This is an optimization exercise on Yosys and OpenROAD, whose aim is small area, not a production implementation. The RTL was checked by simulation tests, not by an equivalence proof against the original design.

--- flow/config.mk ---
export PLATFORM = sky130hd
export DESIGN_NAME = fir_filter
export DESIGN_NICKNAME = fir_filter
export VERILOG_FILES = /design/flow/design.v
export SDC_FILE = /design/flow/constraint.sdc
export NUM_CORES = 4
export LEC_CHECK = 0
export CAP_MARGIN = 20
export CORE_MARGIN = 2
export CORE_UTILIZATION = 80
export GPL_TIMING_DRIVEN = 0
export SLEW_MARGIN = 20
export SYNTH_HIERARCHICAL = 1
export SYNTH_MINIMUM_KEEP_SIZE = 0
--- flow/constraint.sdc ---
create_clock -name core_clock -period 8.0 [get_ports {CLK_Filter}]
set_input_delay 1.6000 -clock core_clock [delete_from_list [all_inputs] [get_ports {CLK_Filter}]]
set_output_delay 1.6000 -clock core_clock [all_outputs]
set_load 0.01 [all_outputs]
--- flow/design.v ---
module fir_filter (
    input CLK_Filter,
    input rst_n,
    input wire [7:0] filter_in,
    output wire [19:0] filter_out
);
  reg [7:0] d0;
  reg [7:0] d1;
  reg [7:0] d2;
  reg [7:0] d3;
  reg [7:0] d4;
  reg [7:0] d5;
  reg [7:0] d6;
  reg [7:0] d7;
  reg [7:0] d8;
  reg [7:0] d9;
  reg [7:0] d10;
  reg [7:0] d11;
  reg [7:0] d12;
  reg [7:0] d13;
  reg [7:0] d14;
  reg [7:0] d15;
  reg [7:0] d16;
  reg [7:0] d17;
  reg [7:0] d18;
  reg [7:0] d19;
  reg [7:0] d20;
  reg [7:0] d21;
  reg [7:0] d22;
  reg [7:0] d23;
  reg [1:0] st;
  always @(posedge CLK_Filter or negedge rst_n) begin
    if (!rst_n) st <= 2'd0;
    else st <= {st[1] | st[0], st[1] | ~st[0]};
  end
  wire en = st[1] & st[0];
  wire [7:0] en8 = {8{en}};
  always @(posedge CLK_Filter) begin
    d0 <= filter_in;
    d1 <= d0;
    d2 <= d1;
    d3 <= ~(d2 & en8);
    d4 <= d3;
    d5 <= d4;
    d6 <= ~(d5 | ~en8);
    d7 <= d6;
    d8 <= d7;
    d9 <= ~(d8 & en8);
    d10 <= d9;
    d11 <= d10;
    d12 <= ~(d11 | ~en8);
    d13 <= d12;
    d14 <= ~(d13 & en8);
    d15 <= d14;
    d16 <= d15;
    d17 <= ~(d16 | ~en8);
    d18 <= d17;
    d19 <= d18;
    d20 <= ~(d19 & en8);
    d21 <= d20;
    d22 <= d21;
    d23 <= ~(d22 | ~en8);
  end
  wire s0, c1;
  fir_ha us0 (.a(d3[0]), .b(d22[0]), .s(s0), .co(c1));
  wire s2, c3;
  fir_fa us2 (.a(d3[1]), .b(d22[1]), .ci(c1), .s(s2), .co(c3));
  wire s4, c5;
  fir_fa us4 (.a(d3[2]), .b(d22[2]), .ci(c3), .s(s4), .co(c5));
  wire s6, c7;
  fir_fa us6 (.a(d3[3]), .b(d22[3]), .ci(c5), .s(s6), .co(c7));
  wire s8, c9;
  fir_fa us8 (.a(d3[4]), .b(d22[4]), .ci(c7), .s(s8), .co(c9));
  wire s10, c11;
  fir_fa us10 (.a(d3[5]), .b(d22[5]), .ci(c9), .s(s10), .co(c11));
  wire s12, c13;
  fir_fa us12 (.a(d3[6]), .b(d22[6]), .ci(c11), .s(s12), .co(c13));
  wire s14, c15;
  fir_fa us14 (.a(d3[7]), .b(d22[7]), .ci(c13), .s(s14), .co(c15));
  wire s16, c17;
  fir_ha us16 (.a(d5[0]), .b(d20[0]), .s(s16), .co(c17));
  wire s18, c19;
  fir_fa us18 (.a(d5[1]), .b(d20[1]), .ci(c17), .s(s18), .co(c19));
  wire s20, c21;
  fir_fa us20 (.a(d5[2]), .b(d20[2]), .ci(c19), .s(s20), .co(c21));
  wire s22, c23;
  fir_fa us22 (.a(d5[3]), .b(d20[3]), .ci(c21), .s(s22), .co(c23));
  wire s24, c25;
  fir_fa us24 (.a(d5[4]), .b(d20[4]), .ci(c23), .s(s24), .co(c25));
  wire s26, c27;
  fir_fa us26 (.a(d5[5]), .b(d20[5]), .ci(c25), .s(s26), .co(c27));
  wire s28, c29;
  fir_fa us28 (.a(d5[6]), .b(d20[6]), .ci(c27), .s(s28), .co(c29));
  wire s30, c31;
  fir_fa us30 (.a(d5[7]), .b(d20[7]), .ci(c29), .s(s30), .co(c31));
  wire s32, c33;
  fir_fa us32 (.a(d6[0]), .b(d19[0]), .ci(1'b1), .s(s32), .co(c33));
  wire s34, c35;
  fir_fa us34 (.a(d6[1]), .b(d19[1]), .ci(c33), .s(s34), .co(c35));
  wire s36, c37;
  fir_fa us36 (.a(d6[2]), .b(d19[2]), .ci(c35), .s(s36), .co(c37));
  wire s38, c39;
  fir_fa us38 (.a(d6[3]), .b(d19[3]), .ci(c37), .s(s38), .co(c39));
  wire s40, c41;
  fir_fa us40 (.a(d6[4]), .b(d19[4]), .ci(c39), .s(s40), .co(c41));
  wire s42, c43;
  fir_fa us42 (.a(d6[5]), .b(d19[5]), .ci(c41), .s(s42), .co(c43));
  wire s44, c45;
  fir_fa us44 (.a(d6[6]), .b(d19[6]), .ci(c43), .s(s44), .co(c45));
  wire s46, c47;
  fir_fa us46 (.a(d6[7]), .b(d19[7]), .ci(c45), .s(s46), .co(c47));
  wire s48, c49;
  fir_fa us48 (.a(d7[0]), .b(d18[0]), .ci(1'b1), .s(s48), .co(c49));
  wire s50, c51;
  fir_fa us50 (.a(d7[1]), .b(d18[1]), .ci(c49), .s(s50), .co(c51));
  wire s52, c53;
  fir_fa us52 (.a(d7[2]), .b(d18[2]), .ci(c51), .s(s52), .co(c53));
  wire s54, c55;
  fir_fa us54 (.a(d7[3]), .b(d18[3]), .ci(c53), .s(s54), .co(c55));
  wire s56, c57;
  fir_fa us56 (.a(d7[4]), .b(d18[4]), .ci(c55), .s(s56), .co(c57));
  wire s58, c59;
  fir_fa us58 (.a(d7[5]), .b(d18[5]), .ci(c57), .s(s58), .co(c59));
  wire s60, c61;
  fir_fa us60 (.a(d7[6]), .b(d18[6]), .ci(c59), .s(s60), .co(c61));
  wire s62, c63;
  fir_fa us62 (.a(d7[7]), .b(d18[7]), .ci(c61), .s(s62), .co(c63));
  wire s64, c65;
  fir_fa us64 (.a(d8[0]), .b(d17[0]), .ci(1'b1), .s(s64), .co(c65));
  wire s66, c67;
  fir_fa us66 (.a(d8[1]), .b(d17[1]), .ci(c65), .s(s66), .co(c67));
  wire s68, c69;
  fir_fa us68 (.a(d8[2]), .b(d17[2]), .ci(c67), .s(s68), .co(c69));
  wire s70, c71;
  fir_fa us70 (.a(d8[3]), .b(d17[3]), .ci(c69), .s(s70), .co(c71));
  wire s72, c73;
  fir_fa us72 (.a(d8[4]), .b(d17[4]), .ci(c71), .s(s72), .co(c73));
  wire s74, c75;
  fir_fa us74 (.a(d8[5]), .b(d17[5]), .ci(c73), .s(s74), .co(c75));
  wire s76, c77;
  fir_fa us76 (.a(d8[6]), .b(d17[6]), .ci(c75), .s(s76), .co(c77));
  wire s78, c79;
  fir_fa us78 (.a(d8[7]), .b(d17[7]), .ci(c77), .s(s78), .co(c79));
  wire s80, c81;
  fir_ha us80 (.a(d9[0]), .b(d16[0]), .s(s80), .co(c81));
  wire s82, c83;
  fir_fa us82 (.a(d9[1]), .b(d16[1]), .ci(c81), .s(s82), .co(c83));
  wire s84, c85;
  fir_fa us84 (.a(d9[2]), .b(d16[2]), .ci(c83), .s(s84), .co(c85));
  wire s86, c87;
  fir_fa us86 (.a(d9[3]), .b(d16[3]), .ci(c85), .s(s86), .co(c87));
  wire s88, c89;
  fir_fa us88 (.a(d9[4]), .b(d16[4]), .ci(c87), .s(s88), .co(c89));
  wire s90, c91;
  fir_fa us90 (.a(d9[5]), .b(d16[5]), .ci(c89), .s(s90), .co(c91));
  wire s92, c93;
  fir_fa us92 (.a(d9[6]), .b(d16[6]), .ci(c91), .s(s92), .co(c93));
  wire s94, c95;
  fir_fa us94 (.a(d9[7]), .b(d16[7]), .ci(c93), .s(s94), .co(c95));
  wire s96, c97;
  fir_ha us96 (.a(d10[0]), .b(d15[0]), .s(s96), .co(c97));
  wire s98, c99;
  fir_fa us98 (.a(d10[1]), .b(d15[1]), .ci(c97), .s(s98), .co(c99));
  wire s100, c101;
  fir_fa us100 (.a(d10[2]), .b(d15[2]), .ci(c99), .s(s100), .co(c101));
  wire s102, c103;
  fir_fa us102 (.a(d10[3]), .b(d15[3]), .ci(c101), .s(s102), .co(c103));
  wire s104, c105;
  fir_fa us104 (.a(d10[4]), .b(d15[4]), .ci(c103), .s(s104), .co(c105));
  wire s106, c107;
  fir_fa us106 (.a(d10[5]), .b(d15[5]), .ci(c105), .s(s106), .co(c107));
  wire s108, c109;
  fir_fa us108 (.a(d10[6]), .b(d15[6]), .ci(c107), .s(s108), .co(c109));
  wire s110, c111;
  fir_fa us110 (.a(d10[7]), .b(d15[7]), .ci(c109), .s(s110), .co(c111));
  wire s112, c113;
  fir_ha us112 (.a(d11[0]), .b(d14[0]), .s(s112), .co(c113));
  wire s114, c115;
  fir_fa us114 (.a(d11[1]), .b(d14[1]), .ci(c113), .s(s114), .co(c115));
  wire s116, c117;
  fir_fa us116 (.a(d11[2]), .b(d14[2]), .ci(c115), .s(s116), .co(c117));
  wire s118, c119;
  fir_fa us118 (.a(d11[3]), .b(d14[3]), .ci(c117), .s(s118), .co(c119));
  wire s120, c121;
  fir_fa us120 (.a(d11[4]), .b(d14[4]), .ci(c119), .s(s120), .co(c121));
  wire s122, c123;
  fir_fa us122 (.a(d11[5]), .b(d14[5]), .ci(c121), .s(s122), .co(c123));
  wire s124, c125;
  fir_fa us124 (.a(d11[6]), .b(d14[6]), .ci(c123), .s(s124), .co(c125));
  wire s126, c127;
  fir_fa us126 (.a(d11[7]), .b(d14[7]), .ci(c125), .s(s126), .co(c127));
  wire n128 = ~s0;
  wire n129 = ~s64;
  wire n130 = ~s112;
  wire s131, c132;
  fir_fa us131 (.a(s48), .b(s2), .ci(s114), .s(s131), .co(c132));
  wire n133 = ~s66;
  wire n134 = ~s131;
  wire s135, c136;
  fir_fa us135 (.a(s0), .b(s50), .ci(s4), .s(s135), .co(c136));
  wire s137, c138;
  fir_fa us137 (.a(s116), .b(c132), .ci(s68), .s(s137), .co(c138));
  wire n139 = ~s135;
  wire n140 = ~s137;
  wire s141, c142;
  fir_fa us141 (.a(d4[0]), .b(d21[0]), .ci(s2), .s(s141), .co(c142));
  wire s143, c144;
  fir_fa us143 (.a(s141), .b(s52), .ci(s6), .s(s143), .co(c144));
  wire s145, c146;
  fir_fa us145 (.a(s118), .b(c136), .ci(s70), .s(s145), .co(c146));
  wire n147 = ~c138;
  wire n148 = ~s143;
  wire n149 = ~s145;
  wire s150, c151;
  fir_fa us150 (.a(d4[1]), .b(d21[1]), .ci(s16), .s(s150), .co(c151));
  wire s152, c153;
  fir_fa us152 (.a(s80), .b(s150), .ci(s4), .s(s152), .co(c153));
  wire s154, c155;
  fir_fa us154 (.a(c142), .b(s152), .ci(s54), .s(s154), .co(c155));
  wire s156, c157;
  fir_fa us156 (.a(s8), .b(s120), .ci(c144), .s(s156), .co(c157));
  wire s158, c159;
  fir_fa us158 (.a(s72), .b(c146), .ci(s154), .s(s158), .co(c159));
  wire n160 = ~s156;
  wire n161 = ~s158;
  wire s162, c163;
  fir_fa us162 (.a(d4[2]), .b(d21[2]), .ci(s80), .s(s162), .co(c163));
  wire s164, c165;
  fir_fa us164 (.a(c151), .b(s18), .ci(s82), .s(s164), .co(c165));
  wire s166, c167;
  fir_fa us166 (.a(s162), .b(s164), .ci(s6), .s(s166), .co(c167));
  wire s168, c169;
  fir_fa us168 (.a(c153), .b(s166), .ci(s56), .s(s168), .co(c169));
  wire s170, c171;
  fir_fa us170 (.a(c155), .b(s10), .ci(s122), .s(s170), .co(c171));
  wire s172, c173;
  fir_fa us172 (.a(c157), .b(s74), .ci(c159), .s(s172), .co(c173));
  wire n174 = ~s168;
  wire n175 = ~s170;
  wire n176 = ~s172;
  wire s177, c178;
  fir_fa us177 (.a(d4[3]), .b(d21[3]), .ci(s96), .s(s177), .co(c178));
  wire s179, c180;
  fir_fa us179 (.a(s112), .b(c163), .ci(s82), .s(s179), .co(c180));
  wire s181, c182;
  fir_fa us181 (.a(s177), .b(s20), .ci(s84), .s(s181), .co(c182));
  wire s183, c184;
  fir_fa us183 (.a(c165), .b(s179), .ci(s181), .s(s183), .co(c184));
  wire s185, c186;
  fir_fa us185 (.a(s8), .b(c167), .ci(s183), .s(s185), .co(c186));
  wire s187, c188;
  fir_fa us187 (.a(s58), .b(c169), .ci(s185), .s(s187), .co(c188));
  wire s189, c190;
  fir_fa us189 (.a(s12), .b(s124), .ci(c171), .s(s189), .co(c190));
  wire s191, c192;
  fir_fa us191 (.a(s76), .b(c173), .ci(s187), .s(s191), .co(c192));
  wire n193 = ~s189;
  wire n194 = ~s191;
  wire s195, c196;
  fir_fa us195 (.a(d4[4]), .b(d21[4]), .ci(c178), .s(s195), .co(c196));
  wire s197, c198;
  fir_fa us197 (.a(s98), .b(s114), .ci(s84), .s(s197), .co(c198));
  wire s199, c200;
  fir_fa us199 (.a(c180), .b(s195), .ci(s22), .s(s199), .co(c200));
  wire s201, c202;
  fir_fa us201 (.a(s86), .b(c182), .ci(s197), .s(s201), .co(c202));
  wire s203, c204;
  fir_fa us203 (.a(c184), .b(s199), .ci(s201), .s(s203), .co(c204));
  wire s205, c206;
  fir_fa us205 (.a(s10), .b(c186), .ci(s203), .s(s205), .co(c206));
  wire s207, c208;
  fir_fa us207 (.a(s60), .b(c188), .ci(c190), .s(s207), .co(c208));
  wire s209, c210;
  fir_fa us209 (.a(s14), .b(s126), .ci(s205), .s(s209), .co(c210));
  wire s211, c212;
  fir_fa us211 (.a(s78), .b(c192), .ci(s207), .s(s211), .co(c212));
  wire n213 = ~s209;
  wire n214 = ~s211;
  wire s215, c216;
  fir_fa us215 (.a(d4[5]), .b(d21[5]), .ci(c196), .s(s215), .co(c216));
  wire s217, c218;
  fir_fa us217 (.a(s100), .b(s116), .ci(s86), .s(s217), .co(c218));
  wire s219, c220;
  fir_fa us219 (.a(c198), .b(s215), .ci(s24), .s(s219), .co(c220));
  wire s221, c222;
  fir_fa us221 (.a(s88), .b(c200), .ci(c202), .s(s221), .co(c222));
  wire s223, c224;
  fir_fa us223 (.a(s217), .b(s219), .ci(c204), .s(s223), .co(c224));
  wire s225, c226;
  fir_fa us225 (.a(s221), .b(s12), .ci(c15), .s(s225), .co(c226));
  wire s227, c228;
  fir_fa us227 (.a(c127), .b(c206), .ci(s223), .s(s227), .co(c228));
  wire s229, c230;
  fir_fa us229 (.a(c79), .b(s62), .ci(c208), .s(s229), .co(c230));
  wire s231, c232;
  fir_fa us231 (.a(s225), .b(c210), .ci(s227), .s(s231), .co(c232));
  wire n233 = ~s229;
  wire n234 = ~c212;
  wire n235 = ~s231;
  wire s236, c237;
  fir_fa us236 (.a(d4[6]), .b(d21[6]), .ci(c216), .s(s236), .co(c237));
  wire s238, c239;
  fir_fa us238 (.a(s102), .b(s118), .ci(s88), .s(s238), .co(c239));
  wire s240, c241;
  fir_fa us240 (.a(c218), .b(s236), .ci(s26), .s(s240), .co(c241));
  wire s242, c243;
  fir_fa us242 (.a(s90), .b(c220), .ci(c222), .s(s242), .co(c243));
  wire s244, c245;
  fir_fa us244 (.a(s238), .b(s240), .ci(c224), .s(s244), .co(c245));
  wire s246, c247;
  fir_fa us246 (.a(s242), .b(s14), .ci(c63), .s(s246), .co(c247));
  wire s248, c249;
  fir_fa us248 (.a(c226), .b(c228), .ci(s244), .s(s248), .co(c249));
  wire s250, c251;
  fir_fa us250 (.a(s246), .b(c230), .ci(s248), .s(s250), .co(c251));
  wire n252 = ~c232;
  wire n253 = ~s250;
  wire s254, c255;
  fir_fa us254 (.a(d4[7]), .b(d21[7]), .ci(c237), .s(s254), .co(c255));
  wire s256, c257;
  fir_fa us256 (.a(s104), .b(s120), .ci(s90), .s(s256), .co(c257));
  wire s258, c259;
  fir_fa us258 (.a(c239), .b(s254), .ci(s28), .s(s258), .co(c259));
  wire s260, c261;
  fir_fa us260 (.a(s92), .b(c241), .ci(c243), .s(s260), .co(c261));
  wire s262, c263;
  fir_fa us262 (.a(s256), .b(c15), .ci(s258), .s(s262), .co(c263));
  wire s264, c265;
  fir_fa us264 (.a(c245), .b(s260), .ci(c247), .s(s264), .co(c265));
  wire s266, c267;
  fir_fa us266 (.a(s262), .b(c249), .ci(s264), .s(s266), .co(c267));
  wire n268 = ~c251;
  wire n269 = ~s266;
  wire s270, c271;
  fir_fa us270 (.a(c255), .b(s106), .ci(s122), .s(s270), .co(c271));
  wire s272, c273;
  fir_fa us272 (.a(s92), .b(c257), .ci(s270), .s(s272), .co(c273));
  wire s274, c275;
  fir_fa us274 (.a(c259), .b(s30), .ci(s94), .s(s274), .co(c275));
  wire s276, c277;
  fir_fa us276 (.a(c261), .b(s272), .ci(c263), .s(s276), .co(c277));
  wire s278, c279;
  fir_fa us278 (.a(s274), .b(c265), .ci(s276), .s(s278), .co(c279));
  wire n280 = ~c267;
  wire n281 = ~s278;
  wire s282, c283;
  fir_fa us282 (.a(s108), .b(s124), .ci(c271), .s(s282), .co(c283));
  wire s284, c285;
  fir_fa us284 (.a(c31), .b(c95), .ci(s94), .s(s284), .co(c285));
  wire s286, c287;
  fir_fa us286 (.a(c273), .b(s282), .ci(c275), .s(s286), .co(c287));
  wire s288, c289;
  fir_fa us288 (.a(s284), .b(c277), .ci(s286), .s(s288), .co(c289));
  wire n290 = ~c279;
  wire n291 = ~s288;
  wire s292, c293;
  fir_fa us292 (.a(c95), .b(c283), .ci(s110), .s(s292), .co(c293));
  wire s294, c295;
  fir_fa us294 (.a(s126), .b(c285), .ci(s292), .s(s294), .co(c295));
  wire n296 = ~c287;
  wire n297 = ~c289;
  wire n298 = ~s294;
  wire s299, c300;
  fir_fa us299 (.a(c111), .b(c127), .ci(c293), .s(s299), .co(c300));
  wire n301 = ~c295;
  wire n302 = ~s299;
  wire n303 = ~c300;
  wire s304, c305;
  fir_fa us304 (.a(d2[0]), .b(d23[0]), .ci(n128), .s(s304), .co(c305));
  wire s306, c307;
  fir_fa us306 (.a(n130), .b(n129), .ci(s82), .s(s306), .co(c307));
  wire s308, c309;
  fir_fa us308 (.a(s98), .b(s304), .ci(s306), .s(s308), .co(c309));
  wire s310, c311;
  fir_fa us310 (.a(d2[1]), .b(d23[1]), .ci(s16), .s(s310), .co(c311));
  wire s312, c313;
  fir_fa us312 (.a(s32), .b(c305), .ci(s310), .s(s312), .co(c313));
  wire s314, c315;
  fir_fa us314 (.a(n133), .b(s84), .ci(s100), .s(s314), .co(c315));
  wire s316, c317;
  fir_fa us316 (.a(c307), .b(n134), .ci(s312), .s(s316), .co(c317));
  wire s318, c319;
  fir_fa us318 (.a(c309), .b(s314), .ci(s316), .s(s318), .co(c319));
  wire s320, c321;
  fir_fa us320 (.a(d2[2]), .b(d23[2]), .ci(s112), .s(s320), .co(c321));
  wire s322, c323;
  fir_fa us322 (.a(s32), .b(c311), .ci(s18), .s(s322), .co(c323));
  wire s324, c325;
  fir_fa us324 (.a(s320), .b(s34), .ci(c313), .s(s324), .co(c325));
  wire s326, c327;
  fir_fa us326 (.a(s322), .b(s86), .ci(s102), .s(s326), .co(c327));
  wire s328, c329;
  fir_fa us328 (.a(c315), .b(n139), .ci(c317), .s(s328), .co(c329));
  wire s330, c331;
  fir_fa us330 (.a(s324), .b(n140), .ci(s326), .s(s330), .co(c331));
  wire s332, c333;
  fir_fa us332 (.a(c319), .b(s328), .ci(s330), .s(s332), .co(c333));
  wire s334, c335;
  fir_fa us334 (.a(d2[3]), .b(d23[3]), .ci(s96), .s(s334), .co(c335));
  wire s336, c337;
  fir_fa us336 (.a(s64), .b(c321), .ci(s114), .s(s336), .co(c337));
  wire s338, c339;
  fir_fa us338 (.a(s334), .b(s34), .ci(s20), .s(s338), .co(c339));
  wire s340, c341;
  fir_fa us340 (.a(c323), .b(s336), .ci(s36), .s(s340), .co(c341));
  wire s342, c343;
  fir_fa us342 (.a(c325), .b(s338), .ci(n147), .s(s342), .co(c343));
  wire s344, c345;
  fir_fa us344 (.a(s340), .b(s88), .ci(s104), .s(s344), .co(c345));
  wire s346, c347;
  fir_fa us346 (.a(c327), .b(n148), .ci(c329), .s(s346), .co(c347));
  wire s348, c349;
  fir_fa us348 (.a(n149), .b(s342), .ci(c331), .s(s348), .co(c349));
  wire s350, c351;
  fir_fa us350 (.a(s344), .b(s346), .ci(c333), .s(s350), .co(c351));
  wire s352, c353;
  fir_fa us352 (.a(d2[4]), .b(d23[4]), .ci(s32), .s(s352), .co(c353));
  wire s354, c355;
  fir_fa us354 (.a(c335), .b(s98), .ci(s66), .s(s354), .co(c355));
  wire s356, c357;
  fir_fa us356 (.a(s352), .b(s116), .ci(c337), .s(s356), .co(c357));
  wire s358, c359;
  fir_fa us358 (.a(s36), .b(s354), .ci(s22), .s(s358), .co(c359));
  wire s360, c361;
  fir_fa us360 (.a(c339), .b(s356), .ci(s38), .s(s360), .co(c361));
  wire s362, c363;
  fir_fa us362 (.a(c341), .b(s358), .ci(c343), .s(s362), .co(c363));
  wire s364, c365;
  fir_fa us364 (.a(s360), .b(s90), .ci(s106), .s(s364), .co(c365));
  wire s366, c367;
  fir_fa us366 (.a(c345), .b(n160), .ci(c347), .s(s366), .co(c367));
  wire s368, c369;
  fir_fa us368 (.a(s362), .b(n161), .ci(c349), .s(s368), .co(c369));
  wire s370, c371;
  fir_fa us370 (.a(s364), .b(s366), .ci(c351), .s(s370), .co(c371));
  wire s372, c373;
  fir_fa us372 (.a(d2[5]), .b(d23[5]), .ci(s48), .s(s372), .co(c373));
  wire s374, c375;
  fir_fa us374 (.a(s64), .b(s34), .ci(c353), .s(s374), .co(c375));
  wire s376, c377;
  fir_fa us376 (.a(s372), .b(s100), .ci(s68), .s(s376), .co(c377));
  wire s378, c379;
  fir_fa us378 (.a(c355), .b(s374), .ci(s118), .s(s378), .co(c379));
  wire s380, c381;
  fir_fa us380 (.a(c357), .b(s38), .ci(s376), .s(s380), .co(c381));
  wire s382, c383;
  fir_fa us382 (.a(s24), .b(c359), .ci(s378), .s(s382), .co(c383));
  wire s384, c385;
  fir_fa us384 (.a(s40), .b(c361), .ci(s380), .s(s384), .co(c385));
  wire s386, c387;
  fir_fa us386 (.a(c363), .b(s382), .ci(n174), .s(s386), .co(c387));
  wire s388, c389;
  fir_fa us388 (.a(s92), .b(s108), .ci(c365), .s(s388), .co(c389));
  wire s390, c391;
  fir_fa us390 (.a(s384), .b(n175), .ci(c367), .s(s390), .co(c391));
  wire s392, c393;
  fir_fa us392 (.a(n176), .b(s386), .ci(c369), .s(s392), .co(c393));
  wire s394, c395;
  fir_fa us394 (.a(s388), .b(s390), .ci(c371), .s(s394), .co(c395));
  wire s396, c397;
  fir_fa us396 (.a(d2[6]), .b(d23[6]), .ci(d12[0]), .s(s396), .co(c397));
  wire s398, c399;
  fir_fa us398 (.a(d13[0]), .b(s396), .ci(s50), .s(s398), .co(c399));
  wire s400, c401;
  fir_fa us400 (.a(s66), .b(c373), .ci(s36), .s(s400), .co(c401));
  wire s402, c403;
  fir_fa us402 (.a(c375), .b(s398), .ci(s102), .s(s402), .co(c403));
  wire s404, c405;
  fir_fa us404 (.a(s70), .b(c377), .ci(s400), .s(s404), .co(c405));
  wire s406, c407;
  fir_fa us406 (.a(s120), .b(c379), .ci(s402), .s(s406), .co(c407));
  wire s408, c409;
  fir_fa us408 (.a(s40), .b(c381), .ci(s26), .s(s408), .co(c409));
  wire s410, c411;
  fir_fa us410 (.a(s404), .b(c383), .ci(s42), .s(s410), .co(c411));
  wire s412, c413;
  fir_fa us412 (.a(s406), .b(c385), .ci(s408), .s(s412), .co(c413));
  wire s414, c415;
  fir_fa us414 (.a(s410), .b(c387), .ci(c389), .s(s414), .co(c415));
  wire s416, c417;
  fir_fa us416 (.a(s94), .b(s110), .ci(n193), .s(s416), .co(c417));
  wire s418, c419;
  fir_fa us418 (.a(c391), .b(s412), .ci(c393), .s(s418), .co(c419));
  wire s420, c421;
  fir_fa us420 (.a(s414), .b(n194), .ci(s416), .s(s420), .co(c421));
  wire s422, c423;
  fir_fa us422 (.a(c395), .b(s418), .ci(s420), .s(s422), .co(c423));
  wire s424, c425;
  fir_fa us424 (.a(d2[7]), .b(d23[7]), .ci(d12[1]), .s(s424), .co(c425));
  wire s426, c427;
  fir_fa us426 (.a(d13[1]), .b(c397), .ci(s424), .s(s426), .co(c427));
  wire s428, c429;
  fir_fa us428 (.a(s426), .b(s52), .ci(s68), .s(s428), .co(c429));
  wire s430, c431;
  fir_fa us430 (.a(c399), .b(s38), .ci(c401), .s(s430), .co(c431));
  wire s432, c433;
  fir_fa us432 (.a(s428), .b(s104), .ci(c403), .s(s432), .co(c433));
  wire s434, c435;
  fir_fa us434 (.a(s72), .b(c405), .ci(s430), .s(s434), .co(c435));
  wire s436, c437;
  fir_fa us436 (.a(s122), .b(c407), .ci(s432), .s(s436), .co(c437));
  wire s438, c439;
  fir_fa us438 (.a(s42), .b(s28), .ci(c409), .s(s438), .co(c439));
  wire s440, c441;
  fir_fa us440 (.a(s434), .b(s44), .ci(c411), .s(s440), .co(c441));
  wire s442, c443;
  fir_fa us442 (.a(s436), .b(c95), .ci(c111), .s(s442), .co(c443));
  wire s444, c445;
  fir_fa us444 (.a(c413), .b(s438), .ci(s440), .s(s444), .co(c445));
  wire s446, c447;
  fir_fa us446 (.a(c415), .b(s442), .ci(c417), .s(s446), .co(c447));
  wire s448, c449;
  fir_fa us448 (.a(n213), .b(s444), .ci(c419), .s(s448), .co(c449));
  wire s450, c451;
  fir_fa us450 (.a(s446), .b(n214), .ci(c421), .s(s450), .co(c451));
  wire s452, c453;
  fir_fa us452 (.a(s448), .b(c423), .ci(s450), .s(s452), .co(c453));
  wire s454, c455;
  fir_fa us454 (.a(d12[2]), .b(d13[2]), .ci(1'b1), .s(s454), .co(c455));
  wire s456, c457;
  fir_fa us456 (.a(c425), .b(s454), .ci(c427), .s(s456), .co(c457));
  wire s458, c459;
  fir_fa us458 (.a(s456), .b(s54), .ci(s70), .s(s458), .co(c459));
  wire s460, c461;
  fir_fa us460 (.a(c429), .b(s40), .ci(c431), .s(s460), .co(c461));
  wire s462, c463;
  fir_fa us462 (.a(s458), .b(s106), .ci(c433), .s(s462), .co(c463));
  wire s464, c465;
  fir_fa us464 (.a(s74), .b(c435), .ci(s460), .s(s464), .co(c465));
  wire s466, c467;
  fir_fa us466 (.a(s124), .b(c437), .ci(s462), .s(s466), .co(c467));
  wire s468, c469;
  fir_fa us468 (.a(s44), .b(c439), .ci(s30), .s(s468), .co(c469));
  wire s470, c471;
  fir_fa us470 (.a(s464), .b(s46), .ci(c441), .s(s470), .co(c471));
  wire s472, c473;
  fir_fa us472 (.a(c443), .b(s466), .ci(s468), .s(s472), .co(c473));
  wire s474, c475;
  fir_fa us474 (.a(c445), .b(s470), .ci(n233), .s(s474), .co(c475));
  wire s476, c477;
  fir_fa us476 (.a(c447), .b(n234), .ci(s472), .s(s476), .co(c477));
  wire s478, c479;
  fir_fa us478 (.a(n235), .b(c449), .ci(c451), .s(s478), .co(c479));
  wire s480, c481;
  fir_fa us480 (.a(s474), .b(s476), .ci(s478), .s(s480), .co(c481));
  wire s482, c483;
  fir_fa us482 (.a(d12[3]), .b(d13[3]), .ci(1'b1), .s(s482), .co(c483));
  wire s484, c485;
  fir_fa us484 (.a(c455), .b(s482), .ci(c457), .s(s484), .co(c485));
  wire s486, c487;
  fir_fa us486 (.a(s484), .b(s56), .ci(s72), .s(s486), .co(c487));
  wire s488, c489;
  fir_fa us488 (.a(c459), .b(s42), .ci(c461), .s(s488), .co(c489));
  wire s490, c491;
  fir_fa us490 (.a(s486), .b(s108), .ci(c463), .s(s490), .co(c491));
  wire s492, c493;
  fir_fa us492 (.a(s76), .b(c31), .ci(c465), .s(s492), .co(c493));
  wire s494, c495;
  fir_fa us494 (.a(s488), .b(s126), .ci(c47), .s(s494), .co(c495));
  wire s496, c497;
  fir_fa us496 (.a(c467), .b(s490), .ci(s46), .s(s496), .co(c497));
  wire s498, c499;
  fir_fa us498 (.a(c469), .b(s492), .ci(c471), .s(s498), .co(c499));
  wire s500, c501;
  fir_fa us500 (.a(s494), .b(s496), .ci(c473), .s(s500), .co(c501));
  wire s502, c503;
  fir_fa us502 (.a(n252), .b(s498), .ci(c475), .s(s502), .co(c503));
  wire s504, c505;
  fir_fa us504 (.a(c477), .b(s500), .ci(n253), .s(s504), .co(c505));
  wire s506, c507;
  fir_fa us506 (.a(s502), .b(c479), .ci(s504), .s(s506), .co(c507));
  wire s508, c509;
  fir_fa us508 (.a(d12[4]), .b(d13[4]), .ci(c483), .s(s508), .co(c509));
  wire s510, c511;
  fir_fa us510 (.a(s508), .b(c485), .ci(s58), .s(s510), .co(c511));
  wire s512, c513;
  fir_fa us512 (.a(s74), .b(c487), .ci(s44), .s(s512), .co(c513));
  wire s514, c515;
  fir_fa us514 (.a(c489), .b(c127), .ci(s510), .s(s514), .co(c515));
  wire s516, c517;
  fir_fa us516 (.a(c491), .b(s110), .ci(c47), .s(s516), .co(c517));
  wire s518, c519;
  fir_fa us518 (.a(s78), .b(c493), .ci(s512), .s(s518), .co(c519));
  wire s520, c521;
  fir_fa us520 (.a(c495), .b(s514), .ci(c497), .s(s520), .co(c521));
  wire s522, c523;
  fir_fa us522 (.a(s516), .b(s518), .ci(c499), .s(s522), .co(c523));
  wire s524, c525;
  fir_fa us524 (.a(s520), .b(c501), .ci(n268), .s(s524), .co(c525));
  wire s526, c527;
  fir_fa us526 (.a(s522), .b(n269), .ci(c503), .s(s526), .co(c527));
  wire s528, c529;
  fir_fa us528 (.a(c505), .b(s524), .ci(s526), .s(s528), .co(c529));
  wire s530, c531;
  fir_fa us530 (.a(d12[5]), .b(d13[5]), .ci(1'b1), .s(s530), .co(c531));
  wire s532, c533;
  fir_fa us532 (.a(s530), .b(c509), .ci(s60), .s(s532), .co(c533));
  wire s534, c535;
  fir_fa us534 (.a(s76), .b(c511), .ci(c111), .s(s534), .co(c535));
  wire s536, c537;
  fir_fa us536 (.a(c79), .b(s46), .ci(c513), .s(s536), .co(c537));
  wire s538, c539;
  fir_fa us538 (.a(c515), .b(s532), .ci(s534), .s(s538), .co(c539));
  wire s540, c541;
  fir_fa us540 (.a(c517), .b(c519), .ci(s536), .s(s540), .co(c541));
  wire s542, c543;
  fir_fa us542 (.a(s538), .b(c521), .ci(s540), .s(s542), .co(c543));
  wire s544, c545;
  fir_fa us544 (.a(c523), .b(n280), .ci(n281), .s(s544), .co(c545));
  wire s546, c547;
  fir_fa us546 (.a(s542), .b(c525), .ci(c527), .s(s546), .co(c547));
  wire s548, c549;
  fir_fa us548 (.a(s544), .b(s546), .ci(c529), .s(s548), .co(c549));
  wire s550, c551;
  fir_fa us550 (.a(d12[6]), .b(d13[6]), .ci(1'b1), .s(s550), .co(c551));
  wire s552, c553;
  fir_fa us552 (.a(c531), .b(s550), .ci(c47), .s(s552), .co(c553));
  wire s554, c555;
  fir_fa us554 (.a(s62), .b(s78), .ci(c533), .s(s554), .co(c555));
  wire s556, c557;
  fir_fa us556 (.a(c535), .b(c537), .ci(s552), .s(s556), .co(c557));
  wire s558, c559;
  fir_fa us558 (.a(s554), .b(c539), .ci(c541), .s(s558), .co(c559));
  wire s560, c561;
  fir_fa us560 (.a(s556), .b(n290), .ci(n291), .s(s560), .co(c561));
  wire s562, c563;
  fir_fa us562 (.a(c543), .b(s558), .ci(c545), .s(s562), .co(c563));
  wire s564, c565;
  fir_fa us564 (.a(s560), .b(c547), .ci(s562), .s(s564), .co(c565));
  wire s566, c567;
  fir_fa us566 (.a(d12[7]), .b(d13[7]), .ci(c551), .s(s566), .co(c567));
  wire s568, c569;
  fir_fa us568 (.a(s566), .b(c63), .ci(c79), .s(s568), .co(c569));
  wire s570, c571;
  fir_fa us570 (.a(c553), .b(c555), .ci(s568), .s(s570), .co(c571));
  wire s572, c573;
  fir_fa us572 (.a(n296), .b(c557), .ci(s570), .s(s572), .co(c573));
  wire s574, c575;
  fir_fa us574 (.a(n298), .b(n297), .ci(c559), .s(s574), .co(c575));
  wire s576, c577;
  fir_fa us576 (.a(s572), .b(c561), .ci(s574), .s(s576), .co(c577));
  wire s578, c579;
  fir_fa us578 (.a(c563), .b(s576), .ci(c565), .s(s578), .co(c579));
  wire s580, c581;
  fir_fa us580 (.a(c567), .b(c569), .ci(1'b1), .s(s580), .co(c581));
  wire s582, c583;
  fir_fa us582 (.a(s580), .b(c571), .ci(n301), .s(s582), .co(c583));
  wire s584, c585;
  fir_fa us584 (.a(n302), .b(c573), .ci(s582), .s(s584), .co(c585));
  wire s586, c587;
  fir_fa us586 (.a(c575), .b(s584), .ci(c577), .s(s586), .co(c587));
  wire s588, c589;
  fir_fa us588 (.a(c581), .b(n303), .ci(1'b1), .s(s588), .co(c589));
  wire s590, c591;
  fir_fa us590 (.a(c583), .b(s588), .ci(c585), .s(s590), .co(c591));
  wire s592, c593;
  fir_fa us592 (.a(c589), .b(c591), .ci(1'b1), .s(s592), .co(c593));
  wire s594, c595;
  fir_ha us594 (.a(s80), .b(s96), .s(s594), .co(c595));
  wire s596, c597;
  fir_ha us596 (.a(c595), .b(s308), .s(s596), .co(c597));
  wire s598, c599;
  fir_ha us598 (.a(c597), .b(s318), .s(s598), .co(c599));
  wire s600, c601;
  fir_ha us600 (.a(c599), .b(s332), .s(s600), .co(c601));
  wire s602, c603;
  fir_fa us602 (.a(s348), .b(c601), .ci(s350), .s(s602), .co(c603));
  wire s604, c605;
  fir_fa us604 (.a(s368), .b(c603), .ci(s370), .s(s604), .co(c605));
  wire s606, c607;
  fir_fa us606 (.a(s392), .b(s394), .ci(c605), .s(s606), .co(c607));
  wire s608, c609;
  fir_ha us608 (.a(c607), .b(s422), .s(s608), .co(c609));
  wire s610, c611;
  fir_ha us610 (.a(c453), .b(s480), .s(s610), .co(c611));
  wire s612, c613;
  fir_ha us612 (.a(c481), .b(s506), .s(s612), .co(c613));
  wire s614, c615;
  fir_ha us614 (.a(c507), .b(s528), .s(s614), .co(c615));
  wire s616, c617;
  fir_ha us616 (.a(c549), .b(s564), .s(s616), .co(c617));
  wire s618, c619;
  fir_ha us618 (.a(s586), .b(c579), .s(s618), .co(c619));
  wire s620, c621;
  fir_ha us620 (.a(s590), .b(c587), .s(s620), .co(c621));
  wire n622 = ~c593;
  wire a623 = s452 & c609;
  wire g624 = c613 | (s612 & c611);
  wire a625 = s612 & s610;
  wire a626 = s548 & c615;
  wire a627 = s548 & s614;
  wire a628 = s578 & c617;
  wire a629 = s578 & s616;
  wire g630 = c621 | (s620 & c619);
  wire a631 = s620 & s618;
  wire a632 = n622 & s592;
  wire g633 = c611 | (s610 & a623);
  wire g634 = g624 | (a625 & a623);
  wire g635 = c617 | (s616 & a626);
  wire a636 = s616 & a627;
  wire g637 = a628 | (a629 & a626);
  wire a638 = a629 & a627;
  wire a639 = s592 & g630;
  wire a640 = s592 & a631;
  wire g641 = c593 | (a632 & g630);
  wire a642 = a632 & a631;
  wire g643 = c615 | (s614 & g634);
  wire g644 = a626 | (a627 & g634);
  wire g645 = g635 | (a636 & g634);
  wire g646 = g637 | (a638 & g634);
  wire a647 = 1'b1 & g641;
  wire a648 = 1'b1 & a642;
  wire g649 = c619 | (s618 & g646);
  wire g650 = g630 | (a631 & g646);
  wire g651 = a639 | (a640 & g646);
  wire g652 = g641 | (a642 & g646);
  wire g653 = a647 | (a648 & g646);
  wire o654 = s452 ^ c609;
  wire o655 = s610 ^ a623;
  wire o656 = s612 ^ g633;
  wire o657 = s614 ^ g634;
  wire o658 = s548 ^ g643;
  wire o659 = s616 ^ g644;
  wire o660 = s578 ^ g645;
  wire o661 = s618 ^ g646;
  wire o662 = s620 ^ g649;
  wire o663 = s592 ^ g650;
  wire o664 = n622 ^ g651;
  wire o665 = 1'b1 ^ g652;
  wire [19:0] y = {o665, o664, o663, o662, o661, o660, o659, o658, o657, o656, o655, o654, s608, s606, s604, s602, s600, s598, s596, s594};
  reg en2;
  always @(posedge CLK_Filter or negedge rst_n) begin
    if (!rst_n) en2 <= 1'b0;
    else en2 <= en;
  end
  reg [19:0] q;
  always @(posedge CLK_Filter) q <= y;
  assign filter_out = q & {20{en2}};
endmodule
module fir_fa (input a, input b, input ci, output s, output co);
  assign s = a ^ b ^ ci;
  assign co = (a & b) | (a & ci) | (b & ci);
endmodule
module fir_ha (input a, input b, output s, output co);
  assign s = a ^ b;
  assign co = a & b;
endmodule
--- flow/flow/run.sh ---
#!/bin/bash
# The standard ORFS flow (the standard.sh) with two arguments changed:
# the port buffers use the smallest buffer cell, and the clock tree is built
# from smaller clusters of smaller buffers, without dummy loads.
set -euo pipefail
bash standard.sh \
  'BUFFER_PORTS_ARGS=-buffer_cell sky130_fd_sc_hd__buf_1' \
  'CTS_ARGS=-sink_clustering_enable -repair_clock_nets -sink_clustering_size 16 -sink_clustering_max_diameter 80 -sink_buffer_max_cap_derate 1.0 -buf_list {sky130_fd_sc_hd__clkbuf_8} -dont_use_dummy_load' \
  finish > standard.log 2>&1
--- flow/standard.sh ---
#!/bin/bash
# synth_recipe.tcl (not shown) runs the flow's synth.tcl, then flattens the netlist and writes it again
# the make line also repeats each setting of config.mk as NAME=value (left out here)
make -C /OpenROAD-flow-scripts/flow DESIGN_CONFIG=/design/flow/config.mk WORK_HOME=/design/flow/orfs CLKGATE_MAP_FILE= SYNTH_SCRIPT=/design/flow/synth_recipe.tcl "${@:-finish}"
==> summary.md, run 1 <==
| Metric | Value |
|---|---|
| Synth top area share | `around half` |
| Die width | `roughly 120 microns` |
| DPL Wire Length | `roughly 22,000 microns` |
| Top post-synthesis cells by area | `fa_1 51%, dfxtp_1 39%, ha_1 2.3%` |
| Exit stage | `detailed placement` |
| Post-synth EDFFs | `0` |
| Error msg | `[ERROR DPL-0033] detailed placement checks failed during check placement.` |
| Initial Utilization | `between 80% and 90%` |
| Row count | `42` |
| Port Buf Inserts | `29` |
| Routability cong. | `0.940` |
| Chip Height | `121 microns` |
| Mapped Area | `roughly 11,000 sq um` |
| Synth top cells by count | `277 x fa_1, 212 x dfxtp_1, 37 x inv_1` |
| Cell count after synthesis | `a little under 700` |
| Count leader, synth | `fa_1` |
| #FFs+latches synth | `approximately 220` |
| Ports | `30` |
| Synth area leader | `fa_1` |
| Outcome | `did not finish` |
| Synth Area per Inst | `approximately 16 sq um` |
| Post-synthesis sequential area ratio | `39.8%` |
| Synth unique cells | `25` |
| Prevailing post-synth register cell | `dfxtp_1` |
| Async S/R FF share, synth | `about 1.4%` |
| Ys Warns | `7` |
==> how the worst min path moves through the flow <==
stage | startpoint | endpoint | cells after the start
after floorplan | d0[0] | d1[0] | 0
after global placement | d0[3] | d1[3] | 0
==> Yosys stat by module, one instance, submodules excluded <==
| module | flip-flops and latches | area (sq um) | times used |
|---|---|---|---|
| fir_fa | 0 | 20.0 | 277 |
| fir_filter | 215 | 5120 | 1 |
| fir_ha | 0 | 12.5 | 16 |
==> per-stage QoR <==
step	setup WS, ns	instances
after global placement	0.0599	888
after floorplan	0.441	683
==> cells by family after synthesis <==
kind of cell / synth area share [%]
buffers and inverters: 1.59
AOI/OAI and AO/OA: 0.564
DFF: 39.8
and+or+nand+nor: 4.15
adders and majority gates: 53.3
xor gates and xnor gates: 0.564
other: 0.0345
==> run 2, diff against run 1 <==
--- a/flow/config.mk
+++ b/flow/config.mk
@@ -9,3 +9,3 @@
 export CORE_MARGIN = 2
-export CORE_UTILIZATION = 80
+export CORE_UTILIZATION = 70
 export GPL_TIMING_DRIVEN = 0
==> summary.md, run 2 <==
| Metric | Value |
|---|---|
| Outcome | `timing/DRC/antenna clean (was did not finish)` |
| Vias post-DR | `slightly below 5,000` |
| Final WL | `about 20,000 microns` |
| Mapped Area | `10,900 sq um (unchanged)` |
| Avg WL per Cell | `between 20 and 25 microns` |
| R2r setup slk | `0.26 ns` |
| TritonCTS buffer count | `17` |
| Slew Limit Fails | `0` |
| Pre-CTS WS | `-0.122 ns` |
| Die area | `approximately 17,000 sq um` |
| Max Cap Viol | `0` |
| Slew @ Worst Pin | `between 0.7 and 0.8 ns` |
| TritonCTS clock tree | `yes` |
| Most flops, register | `q` |
| Tot GR Track Use | `between 20% and 30%` |
| Prevailing post-synth register cell | `dfxtp_1 (unchanged)` |
| Critical R2R Capture | `q[17]` |
| Post-synth EDFFs | `0 (unchanged)` |
| H-tree depth | `1` |
| Slowest cell on the critical path | `fa_1` |
| PnR worst setup slack | `about 0.26 ns` |
| Vias per cell | `around 5.4` |
| Final setup fails | `0` |
| Worst-path fanout max | `3` |
| Die width | `129 microns (was 121 microns)` |
| Crit path arrival time | `roughly 8.2 ns` |
| CP Launch Type | `register` |
| F_max | `0.129 GHz` |
| Synth-to-layout area growth | `6.69%` |
| Synth area leader | `fa_1 (unchanged)` |
| Clock Path Buffers | `3` |
| First-pass GRT wire length | `between 30,000 and 40,000 microns` |
| Final clock skew | `between 0.02 and 0.025 ns` |
| Cell repeated most along the worst path | `fa_1` |
| Post-synthesis sequential area ratio | `39.8% (unchanged)` |
| Synth unique cells | `25 (unchanged)` |
| Fin crit share | `between 90% and 100%` |
| Family with the most delay on the worst path | `adder cells` |
| Kind of critical path | `reg -> reg` |
| Buf/Inv on CP | `1` |
| Cell count after synthesis | `674 (unchanged)` |
| Worst hold path cell count | `0` |
| Synth top area share | `51.0% (unchanged)` |
| Crit path cell chain | `fa_1, fa_1, fa_1, fa_1, fa_1, fa_1, fa_2, fa_1, fa_1, inv_1, fa_1, fa_1, fa_1, fa_1, fa_1, fa_2, ha_4, nand4_2, o211ai_1, or2_1, xor2_1` |
| Ports | `30 (unchanged)` |
| CTS root buffer | `clkbuf_8` |
| Count leader, synth | `fa_1 (unchanged)` |
| Crit. End Element | `register` |
| Synth top cells by count | `277 x fa_1, 212 x dfxtp_1, 37 x inv_1 (unchanged)` |
| Reg2Reg Depth | `21` |
| Global route overflow | `0` |
| Worst reg2reg startpoint | `d7[0]` |
| Synth Area per Inst | `16.1 sq um (unchanged)` |
| Layout cells sized above 1 | `7.07%` |
| Max_slew headroom | `50.5%` |
| Hold WS | `~0.33 ns` |
| Chip Height | `129 microns (was 121 microns)` |
| Worst EP required | `between 8 and 9 ns` |
| Port Buf Inserts | `29 (unchanged)` |
| Hold-fix buffers at CTS | `0` |
| Initial antenna violation count | `0` |
| Residual DRC | `0` |
| Hold_sp | `d1[6]` |
| CP peak stage delay | `around 0.54 ns` |
| Most frequent cells in the layout | `257 x fa_1, 212 x dfxtp_1, 37 x inv_1, 36 x nand2_1, 35 x nor2_1` |
| Vias in the first global route | `6,016` |
| Core area | `15,200 sq um` |
| Commonest non-fill, non-tap cell in the layout | `fa_1` |
| Ys Warns | `7 (unchanged)` |
| Final hold violations | `0` |
| Async S/R FF share, synth | `1.40% (unchanged)` |
| RSZ-0062 raised after global routing | `false` |
| Top post-synthesis cells by area | `fa_1 51%, dfxtp_1 39%, ha_1 2.3% (unchanged)` |
| Routed Antenna Nets | `0` |
| Sink Count | `215` |
| Hold endpoint | `d2[6]` |
| Max FFs per register | `20` |
| Worst min path class | `reg -> reg` |
| Largest net degree at the start of global routing | `17` |
| Worst-path clk slew | `~0.090 ns` |
| #FFs+latches synth | `215 (unchanged)` |
| Row count | `45 (was 42)` |
| # diodes | `0` |
| Routability cong. | `0.923 (was 0.940)` |
| DRT Pass-1 Iters | `4` |
| Starting DRC count in detailed routing | `about 260` |
| DPL Wire Length | `17,900 microns (was 21,900 microns)` |
| Final Critical Period | `~7.7 ns` |
| Fin nets | `~1,000` |
| Initial Utilization | `71.5% (was 82.0%)` |
| Clock latency at the later pin of the worst-skew pair | `about 0.51 ns` |
## run 2: cell counts after synthesis
No cell type changed its count.
## run 2: cells by family (layout without fill, tap and decap cells)
| group | after synthesis | count (layout) | synth area share, % |
|---|---|---|---|
| AOI/OAI and AO/OA | 9 | 9 | 0.564 |
| buffers and inverters | 45 | 98 | 1.59 |
| other | 1 | 10 | 0.0345 |
| adders and majority gates | 297 | 297 | 53.3 |
| DFF | 215 | 215 | 39.8 |
| and+or+nand+nor | 100 | 100 | 4.15 |
| xor gates and xnor gates | 7 | 7 | 0.564 |
## run 2: repair_timing
action / 4_1_cts / 5_1_grt
resized for setup: 6 / 16
setup buffers: 2 / 5
endpoints found under the setup margin: 3 / 5
gates cloned: 0 / 0
pin swaps: 2 / 8
## run 2: final cells by class
| class | count | area [sq um] |
|---|---|---|
| Timing Repair Buffer | 36 | 161 |
| Multi-Input combinational cell | 423 | 6470 |
| Inverter | 37 | 139 |
| Fill cell | 943 | 3610 |
| Sequential cell | 215 | 4320 |
| Buffer | 8 | 33.8 |
| Clock buffer | 17 | 234 |
| Tap cell | 188 | 235 |
## run 2: modules after synthesis (local to each module, per instance)
module	flops+latches	copies in the design	cell area, sq um
fir_ha	0	16	12.5
fir_filter	215	1	5120
fir_fa	0	277	20.0
## run 2: worst max-delay path by stage
stage / from / end / depth (start not counted)
after floorplan: d11[0] / q[18] / 22
after global placement: d11[0] / q[18] / 22
after detailed placement: d11[0] / q[18] / 22
after CTS: d11[0] / q[18] / 22
after global routing: d6[0] / q[17] / 19
final: d7[0] / q[17] / 21
## run 2: layer usage
metal	share of wire [%]	track usage [%]	vias up
li1	-	-	2149
met4	1.7	4.60	0
met2	50	45.0	139
met5	0	0	-
met1	42	39.6	2642
met3	6.7	4.78	26
## run 2: through the flow
stage / cell area, sq um / utilization [%] / instances / setup TNS (ns)
after floorplan: 10900 / - / 683 / 0
after global placement: 11200 / 74.0 / 900 / 0
after detailed placement: 11200 / 74.0 / 900 / -0.243
after CTS: 11500 / 75.8 / 919 / 0
after global routing: 11600 / 76.2 / 924 / 0
final: 11600 / 76.2 / 924 / 0
==> run 3, diff against run 2 <==
--- a/flow/config.mk
+++ b/flow/config.mk
@@ -10,3 +10,3 @@
 export CORE_UTILIZATION = 70
-export GPL_TIMING_DRIVEN = 0
+export GPL_TIMING_DRIVEN = 1
 export SLEW_MARGIN = 20
==> summary.md, run 3 <==
| Metric | Value |
|---|---|
| Outcome | `timing/DRC/antenna clean (unchanged)` |
| Slowest cell on the critical path | `fa_2 (was fa_1)` |
| Worst min path class | `reg -> reg (unchanged)` |
| DRT Pass-1 Iters | `4 (unchanged)` |
| DPL Wire Length | `17,900 microns (about the same)` |
| Chip Height | `129 microns (unchanged)` |
| Core area | `15,200 sq um (unchanged)` |
| Die width | `129 microns (unchanged)` |
| Final setup fails | `0 (unchanged)` |
| Slew Limit Fails | `0 (unchanged)` |
| Layout cells sized above 1 | `5.99% (was 7.07%)` |
| Fin crit share | `97.1% (was 96.7%)` |
| Initial antenna violation count | `0 (unchanged)` |
| Post-synth EDFFs | `0 (unchanged)` |
| Final core utilization | `76.2% (about the same)` |
| Cell count after synthesis | `674 (unchanged)` |
| Worst EP required | `8.35 ns (was 8.42 ns)` |
| Mapped Area | `10,900 sq um (unchanged)` |
| Synth top cells by count | `277 x fa_1, 212 x dfxtp_1, 37 x inv_1 (unchanged)` |
| Die area | `16,500 sq um (unchanged)` |
| CP Launch Type | `register (unchanged)` |
| Final Non-Filler Cells | `923 (was 924)` |
| Starting DRC count in detailed routing | `354 (was 259)` |
| Clock Path Buffers | `3 (unchanged)` |
| Max Cap Viol | `0 (unchanged)` |
| #FFs+latches synth | `215 (unchanged)` |
| Ports | `30 (unchanged)` |
| Final clock skew | `0.0342 ns (was 0.0248 ns)` |
| Max FFs per register | `20 (unchanged)` |
| Prevailing post-synth register cell | `dfxtp_1 (unchanged)` |
| Routability cong. | `0.922 (was 0.923)` |
| Crit path arrival time | `8.12 ns (was 8.16 ns)` |
| H-tree depth | `1 (unchanged)` |
| Avg WL per Cell | `22.2 microns (was 21.9 microns)` |
| First-pass GRT wire length | `32,600 microns (was 31,900 microns)` |
| Routed Antenna Nets | `0 (unchanged)` |
| Clock latency at the later pin of the worst-skew pair | `0.49 ns (was 0.51 ns)` |
| TritonCTS buffer count | `17 (unchanged)` |
| Cell repeated most along the worst path | `fa_1 (unchanged)` |
| Post-synthesis sequential area ratio | `39.8% (unchanged)` |
| Fin nets | `1,044 (was 1,045)` |
| Synth area leader | `fa_1 (unchanged)` |
| Sink Count | `215 (unchanged)` |
| Synth-to-layout area growth | `6.59% (was 6.69%)` |
| # diodes | `0 (unchanged)` |
| Synth Area per Inst | `16.1 sq um (unchanged)` |
| Slew @ Worst Pin | `0.734 ns (was 0.743 ns)` |
| Synth unique cells | `25 (unchanged)` |
| Most flops, register | `q (unchanged)` |
| Global route overflow | `0 (unchanged)` |
| Async S/R FF share, synth | `1.40% (unchanged)` |
| Initial Utilization | `71.5% (unchanged)` |
| Dpl cells | `905 (was 900)` |
| Commonest non-fill, non-tap cell in the layout | `fa_1 (unchanged)` |
| Final WL | `20,500 microns (was 20,200 microns)` |
| Crit. End Element | `register (unchanged)` |
| Buf/Inv on CP | `0 (was 1)` |
| Worst-path fanout max | `4 (was 3)` |
| Port Buf Inserts | `29 (unchanged)` |
| Vias post-DR | `5,030 (was 4,956)` |
| Max_slew headroom | `51.0% (was 50.5%)` |
| Vias in the first global route | `5,977 (was 6,016)` |
| Count leader, synth | `fa_1 (unchanged)` |
| Most frequent cells in the layout | `269 x fa_1, 212 x dfxtp_1, 37 x inv_1, 36 x nand2_1, 35 x nor2_1 (was 257 x fa_1, 212 x dfxtp_1, 37 x inv_1, 36 x nand2_1, 35 x nor2_1)` |
| Vias per cell | `5.45 (was 5.36)` |
| Family with the most delay on the worst path | `adder cells (unchanged)` |
| Final hold violations | `0 (unchanged)` |
| Hold-fix buffers at CTS | `0 (unchanged)` |
| F_max | `0.129 GHz (about the same)` |
| Top post-synthesis cells by area | `fa_1 51%, dfxtp_1 39%, ha_1 2.3% (unchanged)` |
| Final Critical Period | `7.77 ns (was 7.74 ns)` |
| Tot GR Track Use | `27.6% (was 27.1%)` |
| Row count | `45 (unchanged)` |
| Ys Warns | `7 (unchanged)` |
| CTS root buffer | `clkbuf_8 (unchanged)` |
| CP peak stage delay | `0.64 ns (was 0.54 ns)` |
| Kind of critical path | `reg -> reg (unchanged)` |
| Worst-path clk slew | `0.09 ns (about the same)` |
| Synth top area share | `51.0% (unchanged)` |
| Crit path cell chain | `fa_1, fa_1, fa_2, fa_1, fa_1, fa_1, fa_1, fa_1, fa_1, fa_1, fa_1, fa_1, fa_1, fa_1, ha_1, a21oi_1, o211ai_1, or2_1, xor2_1 (was fa_1, fa_1, fa_1, fa_1, fa_1, fa_1, fa_2, fa_1, fa_1, inv_1, fa_1, fa_1, fa_1, fa_1, fa_1, fa_2, ha_4, nand4_2, o211ai_1, or2_1, xor2_1)` |
| TritonCTS clock tree | `yes (unchanged)` |
| Largest net degree at the start of global routing | `34 (was 17)` |
| Residual DRC | `0 (unchanged)` |
| RSZ-0062 raised after global routing | `false (unchanged)` |
==> run 3: cell counts after synthesis <==
Identical to the previous run, type by type.
==> run 3: per-module statistics from Yosys (local to each module, per instance) <==
module / times used / area, sq um
fir_ha: 16 / 12.5
fir_filter: 1 / 5120
fir_fa: 277 / 20.0
==> run 3: cell type report <==
class                      instances  area, sq um
clock buffer                      17          234
fill                             918         3620
inverter                          37          139
multi-input combinational        423         6440
sequential                       215         4320
tap                              188          235
timing repair buffer              43          214
==> run 3: routing by layer <==
layer  track usage, %  up-vias  part of all wire, %
met5                0        -                    0
met4             4.41        0                  1.4
met3             6.32       23                  6.9
met2             43.5      143                   48
met1             41.6     2722                   44
li1                 -     2142                    -
==> run 3: metrics by stage <==
stage	hold WS [ns]	worst slack, ns	cell area (sq um)	TNS (ns)
after floorplan	0.310	0.441	10900	0
after global placement	0.310	0.140	11300	0
after detailed placement	0.313	-0.00348	11300	-0.00348
after CTS	0.335	0.0104	11600	0
after global routing	0.342	0.00108	11600	0
final	0.334	0.234	11600	0
==> run 3: kinds of logic (layout without fill, tap and decap cells) <==
| family | Yosys count | in the layout | share of synthesized area (%) |
|---|---|---|---|
| simple gates | 100 | 100 | 4.15 |
| buf+inv | 45 | 97 | 1.59 |
| other cells | 1 | 10 | 0.0345 |
| flops | 215 | 215 | 39.8 |
| fa+ha+maj | 297 | 297 | 53.3 |
| xor+xnor | 7 | 7 | 0.564 |
| compound gates | 9 | 9 | 0.564 |
==> run 3: final timing paths <==
path                       startpoint  endpoint  slack [ns]  cells past startpoint
max in group asynchronous       rst_n       en2        6.96                      1
min in group asynchronous       rst_n     st[0]        0.89                      1
hold reg to reg                 d1[3]     d2[3]        0.33                      0
setup reg to reg                d6[0]     q[17]        0.23                     19
hold / removal                  d1[3]     d2[3]        0.33                      0
setup / recovery                d6[0]     q[17]        0.23                     19
==> run 3: timing repair <==
item / CTS / global route
endpoints found under the setup margin: 2 / 5
pin swaps: 1 / 5
resized for setup: 2 / 7
buffers inserted: 1 / 0
==> run 4, diff against run 3 <==
--- a/flow/design.v
+++ b/flow/design.v
@@ -30,8 +30,8 @@
   reg [7:0] d23;
-  reg [1:0] st;
+  reg [2:0] st;
   always @(posedge CLK_Filter or negedge rst_n) begin
-    if (!rst_n) st <= 2'd0;
-    else st <= {st[1] | st[0], st[1] | ~st[0]};
+    if (!rst_n) st <= 3'd0;
+    else st <= {st[1:0], 1'b1};
   end
-  wire en = st[1] & st[0];
+  wire en = st[2];
   wire [7:0] en8 = {8{en}};
--- a/flow/config.mk
+++ b/flow/config.mk
@@ -10,3 +10,3 @@
 export CORE_UTILIZATION = 70
-export GPL_TIMING_DRIVEN = 1
+export GPL_TIMING_DRIVEN = 0
 export SLEW_MARGIN = 20
==> summary.md, run 4 <==
| Metric | Value |
|---|---|
| Crit. End Element | `register (unchanged)` |
| Setup tns final | `0 ns (unchanged)` |
| Slew Limit Fails | `0 (unchanged)` |
| Synth top area share | `50.6% (was 51.0%)` |
| Synth unique cells | `22 (was 25)` |
| Routed Antenna Nets | `0 (unchanged)` |
| Synth Area per Inst | `16.3 sq um (was 16.1 sq um)` |
| Vias in the first global route | `6,240 (was 5,977)` |
| Worst min path class | `reg -> reg (unchanged)` |
| Final clock skew | `0.0577 ns (was 0.0342 ns)` |
| #FFs+latches synth | `216 (was 215)` |
| H-tree depth | `1 (unchanged)` |
| Avg WL per Cell | `22.6 microns (was 22.2 microns)` |
| Fin area | `11,700 sq um (was 11,600 sq um)` |
| TritonCTS buffer count | `18 (was 17)` |
| CP peak stage delay | `0.53 ns (was 0.64 ns)` |
| Vias post-DR | `5,074 (was 5,030)` |
| Residual DRC | `0 (unchanged)` |
| Tot GR Track Use | `28.8% (was 27.6%)` |
| Pre-CTS WS | `-0.210 ns (was -0.00348 ns)` |
| Critical R2R Capture | `q[18] (was q[17])` |
| Post-synth EDFFs | `0 (unchanged)` |
| Largest net degree at the start of global routing | `17 (was 34)` |
| F_max | `0.129 GHz (about the same)` |
| Worst hold path cell count | `0 (unchanged)` |
| Async S/R FF share, synth | `1.85% (was 1.40%)` |
| Synth area leader | `fa_1 (unchanged)` |
| Starting DRC count in detailed routing | `297 (was 354)` |
| Most frequent cells in the layout | `255 x fa_1, 212 x dfxtp_1, 36 x inv_1, 35 x nand2_1, 33 x nor2b_1 (was 269 x fa_1, 212 x dfxtp_1, 37 x inv_1, 36 x nand2_1, 35 x nor2_1)` |
| Initial Utilization | `71.8% (was 71.5%)` |
| Final core utilization | `77.0% (was 76.2%)` |
| Kind of critical path | `reg -> reg (unchanged)` |
| Worst EP required | `8.35 ns (about the same)` |
| Routability cong. | `0.889 (was 0.922)` |
| Synth-to-layout area growth | `7.29% (was 6.59%)` |
| PnR worst setup slack | `0.236 ns (was 0.234 ns)` |
| Crit path arrival time | `8.11 ns (was 8.12 ns)` |
| Clock Path Buffers | `3 (unchanged)` |
| Worst-path fanout max | `3 (was 4)` |
| # fillers | `912 (was 918)` |
| Vias per cell | `5.35 (was 5.45)` |
| Fin crit share | `97.0% (was 97.1%)` |
| Worst reg2reg startpoint | `d7[0] (was d6[0])` |
| Die width | `129 microns (about the same)` |
| Port Buf Inserts | `29 (unchanged)` |
| Max FFs per register | `20 (unchanged)` |
| Mapped Area | `10,900 sq um (about the same)` |
| CTS root buffer | `clkbuf_8 (unchanged)` |
| Outcome | `timing/DRC/antenna clean (unchanged)` |
| Count leader, synth | `fa_1 (unchanged)` |
| Ports | `30 (unchanged)` |
| Hold_sp | `d1[0] (was d1[3])` |
| Row count | `45 (unchanged)` |
| Reg2Reg Depth | `21 (was 19)` |
| Clock latency at the later pin of the worst-skew pair | `0.52 ns (was 0.49 ns)` |
| Final Critical Period | `7.76 ns (was 7.77 ns)` |
| Global route overflow | `0 (unchanged)` |
| Initial antenna violation count | `0 (unchanged)` |
| Top post-synthesis cells by area | `fa_1 51%, dfxtp_1 39%, ha_1 2.3% (unchanged)` |
| Slew @ Worst Pin | `0.720 ns (was 0.734 ns)` |
| Hold endpoint | `d2[0] (was d2[3])` |
| Worst-path clk slew | `0.10 ns (was 0.09 ns)` |
| Max Cap Viol | `0 (unchanged)` |
| RSZ-0062 raised after global routing | `false (unchanged)` |
| Sink Count | `216 (was 215)` |
| DP Area | `11,400 sq um (was 11,300 sq um)` |
| Slowest cell on the critical path | `fa_1 (was fa_2)` |
| Post-synthesis sequential area ratio | `39.7% (was 39.8%)` |
| R2r setup slk | `0.24 ns (was 0.23 ns)` |
| # diodes | `0 (unchanged)` |
| DPL Wire Length | `18,700 microns (was 17,900 microns)` |
| Final WL | `21,500 microns (was 20,500 microns)` |
| Crit path cell chain | `fa_1, fa_1, fa_1, fa_2, fa_1, fa_2, fa_1, fa_1, fa_1, fa_1, fa_1, inv_1, fa_1, fa_2, fa_1, fa_2, ha_4, nand4_2, o211ai_1, o21ai_0, xor2_1 (was fa_1, fa_1, fa_2, fa_1, fa_1, fa_1, fa_1, fa_1, fa_1, fa_1, fa_1, fa_1, fa_1, fa_1, ha_1, a21oi_1, o211ai_1, or2_1, xor2_1)` |
| Fin nets | `1,046 (was 1,044)` |
| Synth top cells by count | `277 x fa_1, 212 x dfxtp_1, 36 x inv_1 (was 277 x fa_1, 212 x dfxtp_1, 37 x inv_1)` |
| Final hold violations | `0 (unchanged)` |
| Cell count after synthesis | `672 (was 674)` |
| First-pass GRT wire length | `33,700 microns (was 32,600 microns)` |
| Die area | `16,700 sq um (was 16,500 sq um)` |
| DRT Pass-1 Iters | `4 (unchanged)` |
| Final setup fails | `0 (unchanged)` |
| Prevailing post-synth register cell | `dfxtp_1 (unchanged)` |
| CP Launch Type | `register (unchanged)` |
| TritonCTS clock tree | `yes (unchanged)` |
| Layout cells sized above 1 | `7.19% (was 5.99%)` |
| Ys Warns | `7 (unchanged)` |
| Chip Height | `129 microns (about the same)` |
| Commonest non-fill, non-tap cell in the layout | `fa_1 (unchanged)` |
| Core area | `15,300 sq um (was 15,200 sq um)` |
| Cell repeated most along the worst path | `fa_1 (unchanged)` |
| Max_slew headroom | `52.0% (was 51.0%)` |
| Most flops, register | `q (unchanged)` |
[run 4: kinds of logic after synthesis]
| family | share of synthesized area [%] |
|---|---|
| buffers and inverters | 1.54 |
| AOI/OAI and AO/OA | 0.560 |
| other | 0.0342 |
| and+or+nand+nor | 4.70 |
| DFF | 39.7 |
| xor gates and xnor gates | 0.560 |
| adders and majority gates | 52.9 |
[run 4: what timing repair did]
item,4_1_cts,5_1_grt
endpoints found under the setup margin,4,5
cloned,0,0
hold endpoints to repair,0,0
hold buffers,0,0
setup buffers,2,6
gates resized for setup,11,13
pin swaps,2,6
[run 4: layout make-up]
type                            instances  area (sq um)  area share, %
Sequential cell                       216          4340           37.0
Inverter                               36           135           1.15
Tap cell                              211           264           2.25
Clock buffer                           18           248           2.11
Buffer                                  9          33.8          0.288
Timing Repair Buffer                   37           169           1.44
Multi-Input combinational cell        421          6550           55.8
[run 4: routing by layer]
metal / routed length, microns / track usage (%)
met5: 0 / 0
met3: 1630 / 5.28
met1: 8630 / 40.0
met4: 465 / 6.01
met2: 10700 / 49.3
[run 4: per-module statistics from Yosys (local to each module, per instance)]
module / cell area [sq um] / times used / cells
fir_filter: 5200 / 1 / 379
fir_ha: 12.5 / 16 / 1
fir_fa: 20.0 / 277 / 1
[run 4: worst max-delay path by stage]
stage | from | to | slack (ns)
3_3_place_gp | d11[0] | q[18] | 0.02
6_report | d7[0] | q[18] | 0.24
2_1_floorplan | d11[0] | q[18] | 0.44
5_1_grt | d9[0] | q[16] | 0.03
3_5_place_dp | d11[0] | q[18] | -0.21
4_1_cts | d11[0] | q[18] | 0.04
[run 4: stage by stage]
| step | hold WS, ns | std cells |
|---|---|---|
| floorplan | 0.310 | 682 |
| global placement | 0.310 | 922 |
| detailed placement | 0.312 | 922 |
| CTS | 0.313 | 942 |
| global route | 0.312 | 948 |
| finish | 0.304 | 948 |
[run 4: critical path: cells and delay by family (launching register included)]
kind | cells | cell delay [ns]
xor+xnor | 1 | 0.15
compound gates | 2 | 0.34
flops | 1 | 0.35
simple gates | 1 | 0.11
fa+ha+maj | 16 | 6.58
buf+inv | 1 | 0.07

[re-timing with driven ports]
In the flow no input, the clock included, has a driving cell. The finished layouts below were timed again as built, in two steps. Step 1 (the two cells are an assumption about what drives the block):
set clk [get_ports {CLK_Filter}]
set_driving_cell -lib_cell sky130_fd_sc_hd__clkbuf_16 $clk
set_driving_cell -lib_cell sky130_fd_sc_hd__buf_2 [delete_from_list [all_inputs] $clk]
Step 2 adds t to the input delays and takes it off the output delays; t is the mean of the earliest and latest rising clock arrival at the registers after step 1. Input paths then give back, and output paths get back, about the clock's delay inside the block. Three values: ideal ports, drivers, drivers and shift; two values: the first two.
run | shift t [ns] | setup WS [ns] | worst setup path after step 2 | clock arrival spread, ns
run 2 | 0.528 | 0.262 / 0.262 / 0.262 | register to register | 0.025 / 0.025
run 3 | 0.511 | 0.234 / 0.234 / 0.234 | register to register | 0.035 / 0.034
run 4 | 0.527 | 0.236 / 0.236 / 0.236 | register to register | 0.058 / 0.058
After both steps every run listed still meets setup and hold.
